This is an optimization exercise on Yosys and OpenROAD, whose aim is small area, not a production implementation. In this exercise RTL edits were held to simulation tests only and were not proved equivalent to the original. Power and IR drop assume default switching activity.

==> inputs of wip/quartz <==
// game
module game(
    input wire [1:0] mode,
    input wire CLK,  
    input wire rst,  
    input wire [7:0] keycode,  
    input wire switch,
    input wire animate,  
    input wire [9:0] x,  
    input wire [8:0] y,  
    output reg [3:0] VGA_R,  
    output reg [3:0] VGA_G,  
    output reg [3:0] VGA_B,  
    output wire [2:0] endgame,  
    output wire [8:0] lives1,lives2
    );
export LEC_CHECK = 0
export ABC_AREA = 1
export CAP_MARGIN = 20
export CORE_MARGIN = 2
export CORE_UTILIZATION = 40
export CTS_BUF_LIST = sky130_fd_sc_hd__clkbuf_8
export CTS_CLUSTER_DIAMETER = 80
export CTS_CLUSTER_SIZE = 16
export SLEW_MARGIN = 20
create_clock -name core_clock -period 10.0 [get_ports {CLK}]
standard.sh (not shown) runs the stock make flow with config.mk's settings and CLKGATE_MAP_FILE= SYNTH_SCRIPT=/design/flow/synth_recipe.tcl, a recipe that flattens the netlist after the stock synthesis.
==> flow/flow/run.sh <==
#!/bin/bash
# Own layout flow: the standard flow (standard.sh) with a different ABC
# script in synthesis; every later step is the standard one.
set -euo pipefail
W=$(pwd)
sed "s|SYNTH_SCRIPT=[^ ]*|SYNTH_SCRIPT=$W/flow/synth.tcl|" standard.sh > own_standard.sh
grep -q "SYNTH_SCRIPT=$W/flow/synth.tcl" own_standard.sh
export FLOW_ABC_SCRIPT=$W/flow/abc.script
export BUFFER_PORTS_ARGS="-buffer_cell sky130_fd_sc_hd__buf_1"
bash own_standard.sh > flow_make.log 2>&1
==> flow/flow/abc.script <==
strash
&get -n
&deepsyn -T 60
&dch -f
&nf -a
&put
==> flow/flow/synth.tcl <==
# The standard synthesis script (synth_recipe.tcl), with one change: every
# ABC call uses the area-oriented script named by FLOW_ABC_SCRIPT instead of
# ORFS's, which upsizes and buffers for a 10 ps delay target.  Registers are
# untouched by ABC, so their number, names and cells stay the standard ones.
proc synth {args} { yosys synth -nofsm -noshare {*}$args }
proc abc {args} {
  set i [lsearch -exact $args -script]
  if {$i >= 0} { lset args [expr {$i + 1}] $::env(FLOW_ABC_SCRIPT) }
  yosys abc {*}$args
}
source $::env(SCRIPTS_DIR)/synth.tcl
# left out here: clear keep_hierarchy, flatten, clean up, hide names made inside functions, write 1_2_yosys.v
==> inputs of wip/harbor, as changes to wip/quartz <==
==> flow/run.sh (new file) <==
#!/bin/bash
# synth_recipe.tcl (not shown) runs the flow's synth.tcl, then flattens the netlist and writes it again
# the make line also repeats each setting of config.mk as NAME=value (left out here)
make -C /OpenROAD-flow-scripts/flow DESIGN_CONFIG=/design/flow/config.mk WORK_HOME=/design/flow/orfs CLKGATE_MAP_FILE= SYNTH_SCRIPT=/design/flow/synth_recipe.tcl finish
removed: flow/flow/run.sh
removed: flow/flow/abc.script
removed: flow/flow/synth.tcl
removed: flow/standard.sh
==> notes <==
Against wip/harbor, the via count of wip/quartz is smaller by 16%. Of wip/quartz and wip/harbor, wip/quartz has the higher clock power (gap about 4%, measured against wip/harbor). wip/quartz completed with no timing, DRC or antenna violations. wip/harbor produced a clean layout. Between wip/quartz and wip/harbor, the lower die area is in wip/quartz (gap 12%, measured against wip/harbor). Of wip/quartz and wip/harbor, wip/quartz has the higher sequential share of layout area (gap 4.3 points). In wip/quartz the first-iteration DRC count is higher than in wip/harbor, by 8.5%. Sequential power is about the same in wip/harbor and wip/quartz. Between wip/harbor and wip/quartz, the lower non-clock buffer count is in wip/harbor (gap 3). Of wip/quartz and wip/harbor, wip/harbor has the higher synthesized cell count (gap about 28%, measured against wip/harbor). In flip-flop and latch count, wip/harbor and wip/quartz do not differ. Of wip/quartz and wip/harbor, wip/harbor has the higher area after synthesis (gap about 12%, measured against wip/harbor). Global-route usage is about the same in wip/quartz and wip/harbor.

* * *

==> build 46: inputs <==
Another version of the RTL of game (not shown whole).
Settings: LEC_CHECK=0, ABC_AREA=1, CAP_MARGIN=20, CORE_MARGIN=2, CORE_UTILIZATION=40, CTS_BUF_LIST=sky130_fd_sc_hd__clkbuf_8, CTS_CLUSTER_DIAMETER=80, CTS_CLUSTER_SIZE=16, SLEW_MARGIN=20; clock period 10.0 ns.
==> flow/flow/run.sh <==
#!/bin/bash
# Own layout flow: the standard flow (standard.sh) with two changes:
# synthesis maps with an area-oriented ABC script (flow/abc.script), and the
# port buffers that global placement inserts on every input and output are
# sky130_fd_sc_hd__buf_1.  Every other step is the standard one.
set -euo pipefail
W=$(pwd)
sed "s|SYNTH_SCRIPT=[^ ]*|SYNTH_SCRIPT=$W/flow/synth.tcl|" standard.sh > own_standard.sh
grep -q "SYNTH_SCRIPT=$W/flow/synth.tcl" own_standard.sh
export FLOW_ABC_SCRIPT=$W/flow/abc.script
export BUFFER_PORTS_ARGS="-buffer_cell sky130_fd_sc_hd__buf_1"
bash own_standard.sh > flow_make.log 2>&1
==> flow/flow/abc.script <==
strash
&get -n
&deepsyn -T 60
&dch -f
&nf -a
&put
==> flow/flow/synth.tcl <==
# The standard synthesis script (synth_recipe.tcl), with two changes: every
# ABC call uses the area-oriented script named by FLOW_ABC_SCRIPT instead of
# ORFS's, which upsizes and buffers for a 10 ps delay target; and the
# half/full adder extraction is skipped, so ABC maps that logic too.
# Registers are untouched by both, so their number, names and cells stay the
# standard ones.
proc synth {args} { yosys synth -nofsm -noshare {*}$args }
proc abc {args} {
  set i [lsearch -exact $args -script]
  if {$i >= 0} { lset args [expr {$i + 1}] $::env(FLOW_ABC_SCRIPT) }
  yosys abc {*}$args
}
proc extract_fa {args} { puts "extract_fa skipped" }
source $::env(SCRIPTS_DIR)/synth.tcl
# left out here: clear keep_hierarchy, flatten, clean up, hide names made inside functions, write 1_2_yosys.v
==> inputs of build 24, as changes to build 46 <==
--- a/flow/design.v
+++ b/flow/design.v
@@ -36,30 +36,30 @@
     assign o_ondn = ~idle & max & ~o_state;
     assign o_onup = ~idle & max & o_state;
 endmodule
 module rocket
 #(
     parameter [7:0] K_DOWN = 8'h1B,
     parameter [7:0] K_UP   = 8'h1D,
     parameter [7:0] K_STOP = 8'h1C,
-    parameter [7:0] IH = 225           
+    parameter [7:0] IH = 205           
     )
     (
     input wire i_clk,
     input wire rst,
     input wire hold,           
     input wire strobe,         
     input wire moved,          
     input wire [7:0] keycode,
     output reg [7:0] h
     );
     reg [1:0] movement;
-    wire lo_ok  = ~lt12(h, 12'd40);
-    wire hi_ok  = ~lt12(12'd242, h);
+    wire lo_ok  = ~lt12(h, 12'd20);
+    wire hi_ok  = ~lt12(12'd222, h);
     function automatic lt12(input [11:0] a, input [11:0] b);
         integer i; reg r;
         begin
             r = 1'b0;
             for (i = 0; i < 12; i = i + 1)
                 r = (~a[i] & b[i]) | (~(a[i] & ~b[i]) & r);
             lt12 = r;
         end
@@ -300,19 +300,19 @@
     always @(posedge CLK) moved <= rst ? 1'b0 : strobe;
     wire [7:0] h1, h2;       
     rocket #(.K_DOWN(8'h1B), .K_UP(8'h1D), .K_STOP(8'h1C)) R1(
         .i_clk(CLK), .rst(rst), .hold(hold), .strobe(strobe), .moved(moved),
         .keycode(keycode), .h(h1));
     rocket #(.K_DOWN(8'h72), .K_UP(8'h75), .K_STOP(8'h6B)) R2(
         .i_clk(CLK), .rst(rst), .hold(hold), .strobe(strobe), .moved(moved),
         .keycode(keycode), .h(h2));
-    wire [11:0] p1lo = addsub12(h1, 12'd40, 1'b0), p1hi = h1;
-    wire [11:0] p2lo = addsub12(h2, 12'd40, 1'b0), p2hi = h2;
-    wire p1neg = lt12(h1, 12'd40), p2neg = lt12(h2, 12'd40);
+    wire [11:0] p1lo = addsub12(h1, 12'd20, 1'b0), p1hi = addsub12(h1, 12'd20, 1'b1);
+    wire [11:0] p2lo = addsub12(h2, 12'd20, 1'b0), p2hi = addsub12(h2, 12'd20, 1'b1);
+    wire p1neg = lt12(h1, 12'd20), p2neg = lt12(h2, 12'd20);
     wire com = keycode[1] | keycode[0];
     wire [11:0] b0x, b1x;
     wire [9:0] b2x;
     wire [8:0] b0y, b1y, b2y;
     wire [8:0] l1A, l2A, unusedB1, unusedB2;
     ball #(.KIND(0), .IX(300), .XW(12)) b0(
         .i_clk(CLK), .rst(rst), .toggle(~switch), .mode_nz(mode_nz), .animate(animate),
         .com(com), .par(par), .p1lo(p1lo[7:0]), .p1hi(p1hi[7:0]), .p1neg(p1neg),
@@ -333,20 +333,21 @@
     wire [11:0] pyp9 = addsub12(PY, 12'd9, 1'b1), pym9 = addsub12(PY, 12'd9, 1'b0);
     wire px_lt9 = lt12(PX, 12'd9), py_lt9 = lt12(PY, 12'd9);
     function automatic ball_at(input [11:0] bx, input [11:0] by,
                                input [11:0] xp, input [11:0] xm, input xlt,
                                input [11:0] yp, input [11:0] ym, input ylt);
         ball_at = ~lt12(bx, 12'd10) & ~lt12(xp, bx) & (xlt | ~lt12(bx, xm)) &
                   ~lt12(by, 12'd10) & ~lt12(yp, by) & (ylt | ~lt12(by, ym));
     endfunction
-    wire [11:0] pya = addsub12(PY, 12'd69, 1'b1) >> 1;    
-    wire [11:0] pyb = addsub12(PY, 12'd12, 1'b1) >> 1;    
-    wire pad1_y = ~lt12(pya, h1) & ~lt12(h1, pyb);
-    wire pad2_y = ~lt12(pya, h2) & ~lt12(h2, pyb);
+    wire [11:0] pya = addsub12(PY, 12'd29, 1'b1) >> 1;    
+    wire [11:0] pyb = addsub12(PY, 12'd28, 1'b0) >> 1;    
+    wire py_lt28 = lt12(PY, 12'd28);
+    wire pad1_y = ~lt12(pya, h1) & (py_lt28 | ~lt12(h1, pyb));
+    wire pad2_y = ~lt12(pya, h2) & (py_lt28 | ~lt12(h2, pyb));
     wire [11:0] bax = switch ? b1x : b0x;
     wire [8:0]  bay = switch ? b1y : b0y;
     wire sq_ae = ball_at(bax, bay, pxp9, pxm9, px_lt9, pyp9, pym9, py_lt9);
     wire sq_b = ~lt12(PX, 12'd1) & lt12(PX, 12'd20) & pad1_y;
     wire sq_c = ~lt12(PX, 12'd621) & lt12(PX, 12'd640) & pad2_y;
     wire sq_d = ~lt12(PX, 12'd311) & lt12(PX, 12'd330) & ~lt12(PY, 12'd1) & lt12(PY, 12'd480);
     wire sq_f = ball_at(b2x, b2y, pxp9, pxm9, px_lt9, pyp9, pym9, py_lt9) & switch;
     wire draw = sq_ae | sq_b | sq_c | (sq_d & switch) | sq_f;
==> flow/run.sh (new file) <==
#!/bin/bash
# synth_recipe.tcl (not shown) runs the flow's synth.tcl, then flattens the netlist and writes it again
# the make line also repeats each setting of config.mk as NAME=value (left out here)
make -C /OpenROAD-flow-scripts/flow DESIGN_CONFIG=/design/flow/config.mk WORK_HOME=/design/flow/orfs CLKGATE_MAP_FILE= SYNTH_SCRIPT=/design/flow/synth_recipe.tcl finish
==> flow/config.mk (replaced) <==
export PLATFORM = sky130hd
export DESIGN_NAME = game
export DESIGN_NICKNAME = game
export VERILOG_FILES = /design/flow/design.v
export SDC_FILE = /design/flow/constraint.sdc
export NUM_CORES = 4
export LEC_CHECK = 0
export ABC_AREA = 1
export CAP_MARGIN = 20
export CORE_MARGIN = 2
export CORE_UTILIZATION = 40
export SLEW_MARGIN = 20
removed: flow/flow/run.sh
removed: flow/flow/abc.script
removed: flow/flow/synth.tcl
removed: flow/standard.sh
==> inputs of trial 17, as changes to build 46 <==
==> flow/flow/abc.script (replaced) <==
strash
&get -n
&deepsyn -T 60
&dch -f
&nf -a
&put
mfs3 -ae
==> summary.txt <==
Layout
  – Filler cell count: 3896
  – Most frequent cells in the layout: nand2_1 (523), inv_1 (328), dfxtp_1 (251)
  – Sequential share of cell area: 0.293

Floorplanning
  – N_taps: 511
  – FP Rows: 71

Setup path
  – Critical path origin: x[0]
  – Worst r2r src: R1.h[2]

Yosys
  – Area share of the largest cell type after synthesis: 0.328
  – Syn nets: 2369
  – Distinct cells, synth: 70

STA
  – Fmax: 0.199 GHz

Outcome
  – Status: no timing/DRC/antenna violations

Power and ir drop
  – Clk pwr share: 0.435
  – Total power: 2.33 mW
  – P_seq: 1.04 mW
  – Gate power share: 0.120

Worst hold path
  – Worst Hold Launch: b2.detectx.stage[6]

Detailed routing
  – Initial drt markers: 1024
  – Wirelength per Cell: 15.2 um
the above is filed under build 24

==> summary.txt <==
Outcome
  – Status: no timing/DRC/antenna violations

Power and ir drop
  – Clk pwr share: 0.305
  – Total power: 1.83 mW

Layout
  – Most frequent cells in the layout: dfxtp_1 (251), nor2_1 (204), nand2_1 (201)
  – Filler cell count: 3251
  – Sequential share of cell area: 0.364

Setup path
  – Worst r2r src: b0.y[2]
  – Critical path origin: y[2]

Yosys
  – Distinct cells, synth: 61
  – Area share of the largest cell type after synthesis: 0.392
  – Syn nets: 1655

Detailed routing
  – Initial drt markers: 939
  – Wirelength per Cell: 16.9 um

Worst hold path
  – Worst Hold Launch: b2.detectx.stage[16]

STA
  – Fmax: 0.202 GHz

Floorplanning
  – N_taps: 402
  – FP Rows: 65
the above is filed under trial 17

==> summary.txt <==
Outcome
  – Status: no timing/DRC/antenna violations

Power and ir drop
  – Gate power share: 0.123
  – Clk pwr share: 0.313
  – P_seq: 1.05 mW

Detailed routing
  – Wirelength per Cell: 17.3 um
  – Initial drt markers: 1003

STA
  – Fmax: 0.214 GHz

Floorplanning
  – FP Rows: 66

Yosys
  – Distinct cells, synth: 62
  – Syn nets: 1658

Layout
  – Filler cell count: 3290
  – Most frequent cells in the layout: dfxtp_1 (251), nor2_1 (198), nand2_1 (194)
  – Sequential share of cell area: 0.357

Worst hold path
  – Worst Hold Launch: b0.detectx.stage[16]
the above is filed under build 46


* * *

==> job 1879 <==
game, a different RTL version from the one above (not shown whole).
==> module game, before the edit <==
module game(
    input wire [1:0] mode,
    input wire CLK,  
    input wire rst,  
    input wire [7:0] keycode,  
    input wire switch,
    input wire animate,  
    input wire [9:0] x,  
    input wire [8:0] y,  
    output reg [3:0] VGA_R,  
    output reg [3:0] VGA_G,  
    output reg [3:0] VGA_B,  
    output wire [2:0] endgame,  
    output wire [8:0] lives1,lives2
    );
    function automatic lt12(input [11:0] a, input [11:0] b);
        integer i; reg r;
        begin
            r = 1'b0;
            for (i = 0; i < 12; i = i + 1)
                r = (~a[i] & b[i]) | (~(a[i] & ~b[i]) & r);
            lt12 = r;
        end
    endfunction
    function automatic [11:0] addsub12(input [11:0] a, input [11:0] c, input up);
        integer i; reg k; reg [11:0] z;
        begin
            z = a ^ {12{~up}};
            k = 1'b0;
            for (i = 0; i < 12; i = i + 1) begin
                addsub12[i] = a[i] ^ c[i] ^ k;
                k = (z[i] & c[i]) | (k & (z[i] | c[i]));
            end
        end
    endfunction
    wire mode_nz = |mode;
    reg par;
    always @(posedge CLK) par <= rst ? 1'b0 : ~par;
    wire hold = endgame[0] | ~mode_nz;
    wire strobe = animate & ~hold;
    reg moved;
    always @(posedge CLK) moved <= rst ? 1'b0 : strobe;
    wire [7:0] h1, h2;       
    rocket #(.K_DOWN(8'h1B), .K_UP(8'h1D), .K_STOP(8'h1C)) R1(
        .i_clk(CLK), .rst(rst), .hold(hold), .strobe(strobe), .moved(moved),
        .keycode(keycode), .h(h1));
    rocket #(.K_DOWN(8'h72), .K_UP(8'h75), .K_STOP(8'h6B)) R2(
        .i_clk(CLK), .rst(rst), .hold(hold), .strobe(strobe), .moved(moved),
        .keycode(keycode), .h(h2));
    wire [11:0] p1lo = addsub12(h1, 12'd20, 1'b0), p1hi = addsub12(h1, 12'd20, 1'b1);
    wire [11:0] p2lo = addsub12(h2, 12'd20, 1'b0), p2hi = addsub12(h2, 12'd20, 1'b1);
    wire p1neg = lt12(h1, 12'd20), p2neg = lt12(h2, 12'd20);
    wire com = keycode[1] | keycode[0];
    wire [11:0] b0x, b1x;
    wire [9:0] b2x;
    wire [8:0] b0y, b1y, b2y;
    wire [8:0] l1A, l2A, unusedB1, unusedB2;
    ball #(.KIND(0), .IX(300), .XW(12)) b0(
        .i_clk(CLK), .rst(rst), .toggle(~switch), .mode_nz(mode_nz), .animate(animate),
        .com(com), .par(par), .p1lo(p1lo[7:0]), .p1hi(p1hi[7:0]), .p1neg(p1neg),
        .p2lo(p2lo[7:0]), .p2hi(p2hi[7:0]), .p2neg(p2neg),
        .x(b0x), .y(b0y), .endgame(endgame[0]), .livesA(lives1), .livesB(lives2));
    ball #(.KIND(1), .IX(300), .XW(12)) b1(
        .i_clk(CLK), .rst(rst), .toggle(switch), .mode_nz(mode_nz), .animate(animate),
        .com(com), .par(par), .p1lo(p1lo[7:0]), .p1hi(p1hi[7:0]), .p1neg(p1neg),
        .p2lo(p2lo[7:0]), .p2hi(p2hi[7:0]), .p2neg(p2neg),
        .x(b1x), .y(b1y), .endgame(endgame[1]), .livesA(l1A), .livesB(unusedB1));
    ball #(.KIND(2), .IX(340), .XW(10)) b2(
        .i_clk(CLK), .rst(rst), .toggle(switch), .mode_nz(mode_nz), .animate(animate),
        .com(com), .par(par), .p1lo(p1lo[7:0]), .p1hi(p1hi[7:0]), .p1neg(p1neg),
        .p2lo(p2lo[7:0]), .p2hi(p2hi[7:0]), .p2neg(p2neg),
        .x(b2x), .y(b2y), .endgame(endgame[2]), .livesA(l2A), .livesB(unusedB2));
    wire [11:0] PX = x, PY = y;
    wire [11:0] pxp9 = addsub12(PX, 12'd9, 1'b1), pxm9 = addsub12(PX, 12'd9, 1'b0);
    wire [11:0] pyp9 = addsub12(PY, 12'd9, 1'b1), pym9 = addsub12(PY, 12'd9, 1'b0);
    wire px_lt9 = lt12(PX, 12'd9), py_lt9 = lt12(PY, 12'd9);
    function automatic ball_at(input [11:0] bx, input [11:0] by,
                               input [11:0] xp, input [11:0] xm, input xlt,
                               input [11:0] yp, input [11:0] ym, input ylt);
        ball_at = ~lt12(bx, 12'd10) & ~lt12(xp, bx) & (xlt | ~lt12(bx, xm)) &
                  ~lt12(by, 12'd10) & ~lt12(yp, by) & (ylt | ~lt12(by, ym));
    endfunction
    wire [11:0] pya = addsub12(PY, 12'd29, 1'b1) >> 1;    
    wire [11:0] pyb = addsub12(PY, 12'd28, 1'b0) >> 1;    
    wire py_lt28 = lt12(PY, 12'd28);
    wire pad1_y = ~lt12(pya, h1) & (py_lt28 | ~lt12(h1, pyb));
    wire pad2_y = ~lt12(pya, h2) & (py_lt28 | ~lt12(h2, pyb));
    wire sq_a = ball_at(b0x, b0y, pxp9, pxm9, px_lt9, pyp9, pym9, py_lt9) & ~switch;
    wire sq_b = ~lt12(PX, 12'd1) & lt12(PX, 12'd20) & pad1_y;
    wire sq_c = ~lt12(PX, 12'd621) & lt12(PX, 12'd640) & pad2_y;
    wire sq_d = ~lt12(PX, 12'd311) & lt12(PX, 12'd330) & ~lt12(PY, 12'd1) & lt12(PY, 12'd480);
    wire sq_e = ball_at(b1x, b1y, pxp9, pxm9, px_lt9, pyp9, pym9, py_lt9) & switch;
    wire sq_f = ball_at(b2x, b2y, pxp9, pxm9, px_lt9, pyp9, pym9, py_lt9) & switch;
    wire draw = sq_a | sq_b | sq_c | (sq_d & switch) | sq_e | sq_f;
    always @(posedge CLK)
    if (rst)
        {VGA_R, VGA_G, VGA_B} <= 12'd0;
    else
    begin
        VGA_R <= {4{draw & (mode == 2'b00)}};
        VGA_G <= {4{draw & (mode == 2'b01)}};
        VGA_B <= {4{draw & (mode == 2'b10)}};
    end
endmodule
==> module rocket, before the edit <==
module rocket
#(
    parameter [7:0] K_DOWN = 8'h1B,
    parameter [7:0] K_UP   = 8'h1D,
    parameter [7:0] K_STOP = 8'h1C,
    parameter [7:0] IH = 205           
    )
    (
    input wire i_clk,
    input wire rst,
    input wire hold,           
    input wire strobe,         
    input wire moved,          
    input wire [7:0] keycode,
    output reg [7:0] h
    );
    reg [1:0] movement;
    wire lo_ok  = ~lt12(h, 12'd20);
    wire hi_ok  = ~lt12(12'd222, h);
    function automatic lt12(input [11:0] a, input [11:0] b);
        integer i; reg r;
        begin
            r = 1'b0;
            for (i = 0; i < 12; i = i + 1)
                r = (~a[i] & b[i]) | (~(a[i] & ~b[i]) & r);
            lt12 = r;
        end
    endfunction
    function automatic [7:0] step5(input [7:0] a, input up);
        integer i; reg k; reg [7:0] z, c;
        begin
            z = a ^ {8{~up}};
            c = 8'd5;
            k = 1'b0;
            for (i = 0; i < 8; i = i + 1) begin
                step5[i] = a[i] ^ c[i] ^ k;
                k = (z[i] & c[i]) | (k & (z[i] | c[i]));
            end
        end
    endfunction
    always @(posedge i_clk)
    if (rst)
    begin
        h <= IH;
        movement <= 0;
    end
    else
    begin
        if (hold)
            h <= IH;
        if (strobe) begin
            if (keycode == K_DOWN)
                movement <= 1;
            else if (keycode == K_UP & lo_ok)
                movement <= 2;
            else if (keycode == K_STOP & lo_ok)
                movement <= 0;
        end
        if (moved) begin
            if (movement == 1 && hi_ok)
                h <= step5(h, 1'b1);
            else if (movement == 2 && lo_ok)
                h <= step5(h, 1'b0);
        end
    end
endmodule
==> flow/config.mk <==
export PLATFORM = sky130hd
export DESIGN_NAME = game
export DESIGN_NICKNAME = game
export VERILOG_FILES = /design/flow/design.v
export SDC_FILE = /design/flow/constraint.sdc
export NUM_CORES = 4
export LEC_CHECK = 0
export ABC_AREA = 1
export CAP_MARGIN = 20
export CORE_MARGIN = 2
export CORE_UTILIZATION = 40
export SLEW_MARGIN = 20
==> flow/constraint.sdc <==
create_clock -name core_clock -period 10.0 [get_ports {CLK}]
set_input_delay 2.0000 -clock core_clock [delete_from_list [all_inputs] [get_ports {CLK}]]
set_output_delay 2.0000 -clock core_clock [all_outputs]
set_load 0.01 [all_outputs]
run.sh (not shown) runs the stock make flow with config.mk's settings and CLKGATE_MAP_FILE= SYNTH_SCRIPT=/design/flow/synth_recipe.tcl, a recipe that flattens the netlist after the stock synthesis.
Stock flow here: none of the scripts above is used.
==> job 143: changes against job 1879 <==
--- a/flow/design.v
+++ b/flow/design.v
@@ -345,3 +345,5 @@
     wire pad2_y = ~lt12(pya, h2) & (py_lt28 | ~lt12(h2, pyb));
-    wire sq_a = ball_at(b0x, b0y, pxp9, pxm9, px_lt9, pyp9, pym9, py_lt9) & ~switch;
+    wire [11:0] bax = switch ? b1x : b0x;
+    wire [8:0]  bay = switch ? b1y : b0y;
+    wire sq_ae = ball_at(bax, bay, pxp9, pxm9, px_lt9, pyp9, pym9, py_lt9);
     wire sq_b = ~lt12(PX, 12'd1) & lt12(PX, 12'd20) & pad1_y;
@@ -349,5 +351,4 @@
     wire sq_d = ~lt12(PX, 12'd311) & lt12(PX, 12'd330) & ~lt12(PY, 12'd1) & lt12(PY, 12'd480);
-    wire sq_e = ball_at(b1x, b1y, pxp9, pxm9, px_lt9, pyp9, pym9, py_lt9) & switch;
     wire sq_f = ball_at(b2x, b2y, pxp9, pxm9, px_lt9, pyp9, pym9, py_lt9) & switch;
-    wire draw = sq_a | sq_b | sq_c | (sq_d & switch) | sq_e | sq_f;
+    wire draw = sq_ae | sq_b | sq_c | (sq_d & switch) | sq_f;
     always @(posedge CLK)
==> flow/flow/run.sh (new file) <==
#!/bin/bash
# Own layout flow: the standard flow (standard.sh) with two changes:
# synthesis maps with an area-oriented ABC script (flow/abc.script), and the
# port buffers that global placement inserts on every input and output are
# sky130_fd_sc_hd__buf_1.  Every other step is the standard one.
set -euo pipefail
W=$(pwd)
sed "s|SYNTH_SCRIPT=[^ ]*|SYNTH_SCRIPT=$W/flow/synth.tcl|" standard.sh > own_standard.sh
grep -q "SYNTH_SCRIPT=$W/flow/synth.tcl" own_standard.sh
export FLOW_ABC_SCRIPT=$W/flow/abc.script
export BUFFER_PORTS_ARGS="-buffer_cell sky130_fd_sc_hd__buf_1"
bash own_standard.sh > flow_make.log 2>&1
==> flow/flow/abc.script (new file) <==
strash
&get -n
&deepsyn -T 60
&dch -f
&nf -a
&put
==> flow/flow/synth.tcl (new file) <==
# The standard synthesis script (synth_recipe.tcl), with one change: every
# ABC call uses the area-oriented script named by FLOW_ABC_SCRIPT instead of
# ORFS's, which upsizes and buffers for a 10 ps delay target.  Registers are
# untouched by ABC, so their number, names and cells stay the standard ones.
proc synth {args} { yosys synth -nofsm -noshare {*}$args }
proc abc {args} {
  set i [lsearch -exact $args -script]
  if {$i >= 0} { lset args [expr {$i + 1}] $::env(FLOW_ABC_SCRIPT) }
  yosys abc {*}$args
}
source $::env(SCRIPTS_DIR)/synth.tcl
# left out here: clear keep_hierarchy, flatten, clean up, hide names made inside functions, write 1_2_yosys.v
==> flow/standard.sh (new file) <==
#!/bin/bash
# synth_recipe.tcl (not shown) runs the flow's synth.tcl, then flattens the netlist and writes it again
# the make line also repeats each setting of config.mk as NAME=value (left out here)
make -C /OpenROAD-flow-scripts/flow DESIGN_CONFIG=/design/flow/config.mk WORK_HOME=/design/flow/orfs CLKGATE_MAP_FILE= SYNTH_SCRIPT=/design/flow/synth_recipe.tcl "${@:-finish}"
Settings changed: CTS_BUF_LIST set to sky130_fd_sc_hd__clkbuf_8, CTS_CLUSTER_DIAMETER set to 80, CTS_CLUSTER_SIZE set to 16.
removed: flow/run.sh
==> job 5290: changes against job 1879 <==
--- a/flow/design.v
+++ b/flow/design.v
@@ -43,3 +43,3 @@
     parameter [7:0] K_STOP = 8'h1C,
-    parameter [7:0] IH = 205           
+    parameter [7:0] IH = 225           
     )
@@ -55,4 +55,4 @@
     reg [1:0] movement;
-    wire lo_ok  = ~lt12(h, 12'd20);
-    wire hi_ok  = ~lt12(12'd222, h);
+    wire lo_ok  = ~lt12(h, 12'd40);
+    wire hi_ok  = ~lt12(12'd242, h);
     function automatic lt12(input [11:0] a, input [11:0] b);
@@ -307,5 +307,5 @@
         .keycode(keycode), .h(h2));
-    wire [11:0] p1lo = addsub12(h1, 12'd20, 1'b0), p1hi = addsub12(h1, 12'd20, 1'b1);
-    wire [11:0] p2lo = addsub12(h2, 12'd20, 1'b0), p2hi = addsub12(h2, 12'd20, 1'b1);
-    wire p1neg = lt12(h1, 12'd20), p2neg = lt12(h2, 12'd20);
+    wire [11:0] p1lo = addsub12(h1, 12'd40, 1'b0), p1hi = h1;
+    wire [11:0] p2lo = addsub12(h2, 12'd40, 1'b0), p2hi = h2;
+    wire p1neg = lt12(h1, 12'd40), p2neg = lt12(h2, 12'd40);
     wire com = keycode[1] | keycode[0];
@@ -340,14 +340,13 @@
     endfunction
-    wire [11:0] pya = addsub12(PY, 12'd29, 1'b1) >> 1;    
-    wire [11:0] pyb = addsub12(PY, 12'd28, 1'b0) >> 1;    
-    wire py_lt28 = lt12(PY, 12'd28);
-    wire pad1_y = ~lt12(pya, h1) & (py_lt28 | ~lt12(h1, pyb));
-    wire pad2_y = ~lt12(pya, h2) & (py_lt28 | ~lt12(h2, pyb));
-    wire sq_a = ball_at(b0x, b0y, pxp9, pxm9, px_lt9, pyp9, pym9, py_lt9) & ~switch;
-    wire sq_b = ~lt12(PX, 12'd1) & lt12(PX, 12'd20) & pad1_y;
-    wire sq_c = ~lt12(PX, 12'd621) & lt12(PX, 12'd640) & pad2_y;
+    wire [11:0] pya = addsub12(PY, 12'd69, 1'b1) >> 1;    
+    wire [11:0] pyb = addsub12(PY, 12'd12, 1'b1) >> 1;    
+    wire [7:0] hp = x[9] ? h2 : h1;
+    wire pad_y = ~lt12(pya, hp) & ~lt12(hp, pyb);
+    wire [11:0] bax = switch ? b1x : b0x;
+    wire [8:0]  bay = switch ? b1y : b0y;
+    wire sq_ae = ball_at(bax, bay, pxp9, pxm9, px_lt9, pyp9, pym9, py_lt9);
+    wire sq_bc = ((~lt12(PX, 12'd1) & lt12(PX, 12'd20)) | (~lt12(PX, 12'd621) & lt12(PX, 12'd640))) & pad_y;
     wire sq_d = ~lt12(PX, 12'd311) & lt12(PX, 12'd330) & ~lt12(PY, 12'd1) & lt12(PY, 12'd480);
-    wire sq_e = ball_at(b1x, b1y, pxp9, pxm9, px_lt9, pyp9, pym9, py_lt9) & switch;
     wire sq_f = ball_at(b2x, b2y, pxp9, pxm9, px_lt9, pyp9, pym9, py_lt9) & switch;
-    wire draw = sq_a | sq_b | sq_c | (sq_d & switch) | sq_e | sq_f;
+    wire draw = sq_ae | sq_bc | (sq_d & switch) | sq_f;
     always @(posedge CLK)
==> flow/flow/run.sh (new file) <==
#!/bin/bash
# Own layout flow: the standard flow (standard.sh) with two changes:
# synthesis maps with an area-oriented ABC script (flow/abc.script), and the
# port buffers that global placement inserts on every input and output are
# sky130_fd_sc_hd__buf_1.  Every other step is the standard one.
set -euo pipefail
W=$(pwd)
sed "s|SYNTH_SCRIPT=[^ ]*|SYNTH_SCRIPT=$W/flow/synth.tcl|" standard.sh > own_standard.sh
grep -q "SYNTH_SCRIPT=$W/flow/synth.tcl" own_standard.sh
export FLOW_ABC_SCRIPT=$W/flow/abc.script
export BUFFER_PORTS_ARGS="-buffer_cell sky130_fd_sc_hd__buf_1"
bash own_standard.sh > flow_make.log 2>&1
==> flow/flow/abc.script (new file) <==
strash
&get -n
&deepsyn -T 60
&dch -f
&nf -a
&put
mfs3 -ae
==> flow/flow/synth.tcl (new file) <==
# The standard synthesis script (synth_recipe.tcl), with two changes: every
# ABC call uses the area-oriented script named by FLOW_ABC_SCRIPT instead of
# ORFS's, which upsizes and buffers for a 10 ps delay target; and the
# half/full adder extraction is skipped, so ABC maps that logic too.
# Registers are untouched by both, so their number, names and cells stay the
# standard ones.
proc synth {args} { yosys synth -nofsm -noshare {*}$args }
proc abc {args} {
  set i [lsearch -exact $args -script]
  if {$i >= 0} { lset args [expr {$i + 1}] $::env(FLOW_ABC_SCRIPT) }
  yosys abc {*}$args
}
proc extract_fa {args} { puts "extract_fa skipped" }
source $::env(SCRIPTS_DIR)/synth.tcl
# left out here: clear keep_hierarchy, flatten, clean up, hide names made inside functions, write 1_2_yosys.v
==> flow/standard.sh (new file) <==
#!/bin/bash
# synth_recipe.tcl (not shown) runs the flow's synth.tcl, then flattens the netlist and writes it again
# the make line also repeats each setting of config.mk as NAME=value (left out here)
make -C /OpenROAD-flow-scripts/flow DESIGN_CONFIG=/design/flow/config.mk WORK_HOME=/design/flow/orfs CLKGATE_MAP_FILE= SYNTH_SCRIPT=/design/flow/synth_recipe.tcl "${@:-finish}"
Settings changed: CTS_BUF_LIST set to sky130_fd_sc_hd__clkbuf_4 sky130_fd_sc_hd__clkbuf_8, CTS_CLUSTER_DIAMETER set to 60, CTS_CLUSTER_SIZE set to 12.
removed: flow/run.sh
==> job 9890: changes against job 1879 <==
--- a/flow/design.v
+++ b/flow/design.v
@@ -43,3 +43,3 @@
     parameter [7:0] K_STOP = 8'h1C,
-    parameter [7:0] IH = 205           
+    parameter [7:0] IH = 225           
     )
@@ -55,4 +55,4 @@
     reg [1:0] movement;
-    wire lo_ok  = ~lt12(h, 12'd20);
-    wire hi_ok  = ~lt12(12'd222, h);
+    wire lo_ok  = ~lt12(h, 12'd40);
+    wire hi_ok  = ~lt12(12'd242, h);
     function automatic lt12(input [11:0] a, input [11:0] b);
@@ -307,5 +307,5 @@
         .keycode(keycode), .h(h2));
-    wire [11:0] p1lo = addsub12(h1, 12'd20, 1'b0), p1hi = addsub12(h1, 12'd20, 1'b1);
-    wire [11:0] p2lo = addsub12(h2, 12'd20, 1'b0), p2hi = addsub12(h2, 12'd20, 1'b1);
-    wire p1neg = lt12(h1, 12'd20), p2neg = lt12(h2, 12'd20);
+    wire [11:0] p1lo = addsub12(h1, 12'd40, 1'b0), p1hi = h1;
+    wire [11:0] p2lo = addsub12(h2, 12'd40, 1'b0), p2hi = h2;
+    wire p1neg = lt12(h1, 12'd40), p2neg = lt12(h2, 12'd40);
     wire com = keycode[1] | keycode[0];
@@ -340,14 +340,13 @@
     endfunction
-    wire [11:0] pya = addsub12(PY, 12'd29, 1'b1) >> 1;    
-    wire [11:0] pyb = addsub12(PY, 12'd28, 1'b0) >> 1;    
-    wire py_lt28 = lt12(PY, 12'd28);
-    wire pad1_y = ~lt12(pya, h1) & (py_lt28 | ~lt12(h1, pyb));
-    wire pad2_y = ~lt12(pya, h2) & (py_lt28 | ~lt12(h2, pyb));
-    wire sq_a = ball_at(b0x, b0y, pxp9, pxm9, px_lt9, pyp9, pym9, py_lt9) & ~switch;
-    wire sq_b = ~lt12(PX, 12'd1) & lt12(PX, 12'd20) & pad1_y;
-    wire sq_c = ~lt12(PX, 12'd621) & lt12(PX, 12'd640) & pad2_y;
+    wire [11:0] pya = addsub12(PY, 12'd69, 1'b1) >> 1;    
+    wire [11:0] pyb = addsub12(PY, 12'd12, 1'b1) >> 1;    
+    wire [7:0] hp = x[9] ? h2 : h1;
+    wire pad_y = ~lt12(pya, hp) & ~lt12(hp, pyb);
+    wire [11:0] bax = switch ? b1x : b0x;
+    wire [8:0]  bay = switch ? b1y : b0y;
+    wire sq_ae = ball_at(bax, bay, pxp9, pxm9, px_lt9, pyp9, pym9, py_lt9);
+    wire sq_bc = ((~lt12(PX, 12'd1) & lt12(PX, 12'd20)) | (~lt12(PX, 12'd621) & lt12(PX, 12'd640))) & pad_y;
     wire sq_d = ~lt12(PX, 12'd311) & lt12(PX, 12'd330) & ~lt12(PY, 12'd1) & lt12(PY, 12'd480);
-    wire sq_e = ball_at(b1x, b1y, pxp9, pxm9, px_lt9, pyp9, pym9, py_lt9) & switch;
     wire sq_f = ball_at(b2x, b2y, pxp9, pxm9, px_lt9, pyp9, pym9, py_lt9) & switch;
-    wire draw = sq_a | sq_b | sq_c | (sq_d & switch) | sq_e | sq_f;
+    wire draw = sq_ae | sq_bc | (sq_d & switch) | sq_f;
     always @(posedge CLK)
==> flow/flow/run.sh (new file) <==
#!/bin/bash
# Own layout flow: the standard flow (standard.sh) with two changes:
# synthesis maps with an area-oriented ABC script (flow/abc.script), and the
# port buffers that global placement inserts on every input and output are
# sky130_fd_sc_hd__buf_1.  Every other step is the standard one.
set -euo pipefail
W=$(pwd)
sed "s|SYNTH_SCRIPT=[^ ]*|SYNTH_SCRIPT=$W/flow/synth.tcl|" standard.sh > own_standard.sh
grep -q "SYNTH_SCRIPT=$W/flow/synth.tcl" own_standard.sh
export FLOW_ABC_SCRIPT=$W/flow/abc.script
export BUFFER_PORTS_ARGS="-buffer_cell sky130_fd_sc_hd__buf_1"
bash own_standard.sh > flow_make.log 2>&1
==> flow/flow/abc.script (new file) <==
strash
&get -n
&deepsyn -T 60
&dch -f
&nf -a
&put
mfs3 -ae
==> flow/flow/synth.tcl (new file) <==
# The standard synthesis script (synth_recipe.tcl), with two changes: every
# ABC call uses the area-oriented script named by FLOW_ABC_SCRIPT instead of
# ORFS's, which upsizes and buffers for a 10 ps delay target; and the
# half/full adder extraction is skipped, so ABC maps that logic too.
# Registers are untouched by both, so their number, names and cells stay the
# standard ones.
proc synth {args} { yosys synth -nofsm -noshare {*}$args }
proc abc {args} {
  set i [lsearch -exact $args -script]
  if {$i >= 0} { lset args [expr {$i + 1}] $::env(FLOW_ABC_SCRIPT) }
  yosys abc {*}$args
}
proc extract_fa {args} { puts "extract_fa skipped" }
source $::env(SCRIPTS_DIR)/synth.tcl
# left out here: clear keep_hierarchy, flatten, clean up, hide names made inside functions, write 1_2_yosys.v
==> flow/standard.sh (new file) <==
#!/bin/bash
# synth_recipe.tcl (not shown) runs the flow's synth.tcl, then flattens the netlist and writes it again
# the make line also repeats each setting of config.mk as NAME=value (left out here)
make -C /OpenROAD-flow-scripts/flow DESIGN_CONFIG=/design/flow/config.mk WORK_HOME=/design/flow/orfs CLKGATE_MAP_FILE= SYNTH_SCRIPT=/design/flow/synth_recipe.tcl "${@:-finish}"
Settings changed: CTS_BUF_LIST set to sky130_fd_sc_hd__clkbuf_4, CTS_CLUSTER_DIAMETER set to 50, CTS_CLUSTER_SIZE set to 8.
removed: flow/run.sh
==> out/metrics.csv <==
metric,value,unit
route.met2.wl,15920,um
area_growth,7.600,%
status,finished clean,
worstSetupEndpoint,VGA_B[0],
final_area,14490,um^2
p_clk,0.549,mW
The numbers above come from job 143.

==> out/metrics.csv <==
metric,value,unit
status,finished clean,
final_area,13550,um^2
route.met2.wl,14360,um
worstSetupEndpoint,VGA_R[0],
The numbers above come from job 9890.

==> out/metrics.csv <==
metric,value,unit
status,finished clean,
clock_sinks,251,
top_layer,met4,
final_area,13630,um^2
worstSetupEndpoint,VGA_R[0],
whs_endpoint,b0.detecty.stage[17],
route.met2.wl,14220,um
p_clk,0.636,mW
The numbers above come from job 5290.

==> out/metrics.csv <==
metric,value,unit
status,finished clean,
route.met2.wl,19680,um
final_area,17230,um^2
area_growth,12.60,%
p_clk,1.12,mW
The numbers above come from job 1879.

[port drivers added, routing unchanged]
Ports are ideal in the flow. The routed layouts listed here were re-timed in OpenROAD.
Step 1 sets driving cells, clkbuf_16 on the clock port and buf_2 on the other inputs (assumed; they add their load-dependent delay and slew).
Step 2 moves the port delays by t, midway between the first and last clock arrival at a register: inputs arrive t later, outputs are due t later. That takes back most of the time a late clock gives input paths.
Slacks: ideal ports / drivers / drivers and shift; pairs: ideal ports / drivers.
| run | shift t [ns] | setup slack, ns | cell pins on the clock port's net |
|---|---|---|---|
| wip/quartz | 0.597 | 5.101 / 5.124 / 4.527 | 1 |
| wip/harbor | 0.595 | 4.970 / 4.990 / 4.395 | 1 |
| build 46 | 0.613 | 5.329 / 5.353 / 4.740 | 1 |
| build 24 | 0.602 | 4.970 / 4.992 / 4.390 | 1 |
| trial 17 | 0.583 | 5.048 / 5.074 / 4.490 | 1 |
| job 1879 | 0.613 | 5.097 / 5.123 / 4.510 | 1 |
| job 143 | 0.597 | 5.101 / 5.124 / 4.527 | 1 |
| job 5290 | 0.632 | 4.973 / 4.992 / 4.360 | 1 |
| job 9890 | 0.713 | 4.997 / 4.995 / 4.282 | 1 |
After both steps every run listed still meets setup and hold. For job 9890, which loses most, drivers alone change the setup slack by -0.002 ns; drivers and shift together by -0.715 ns.
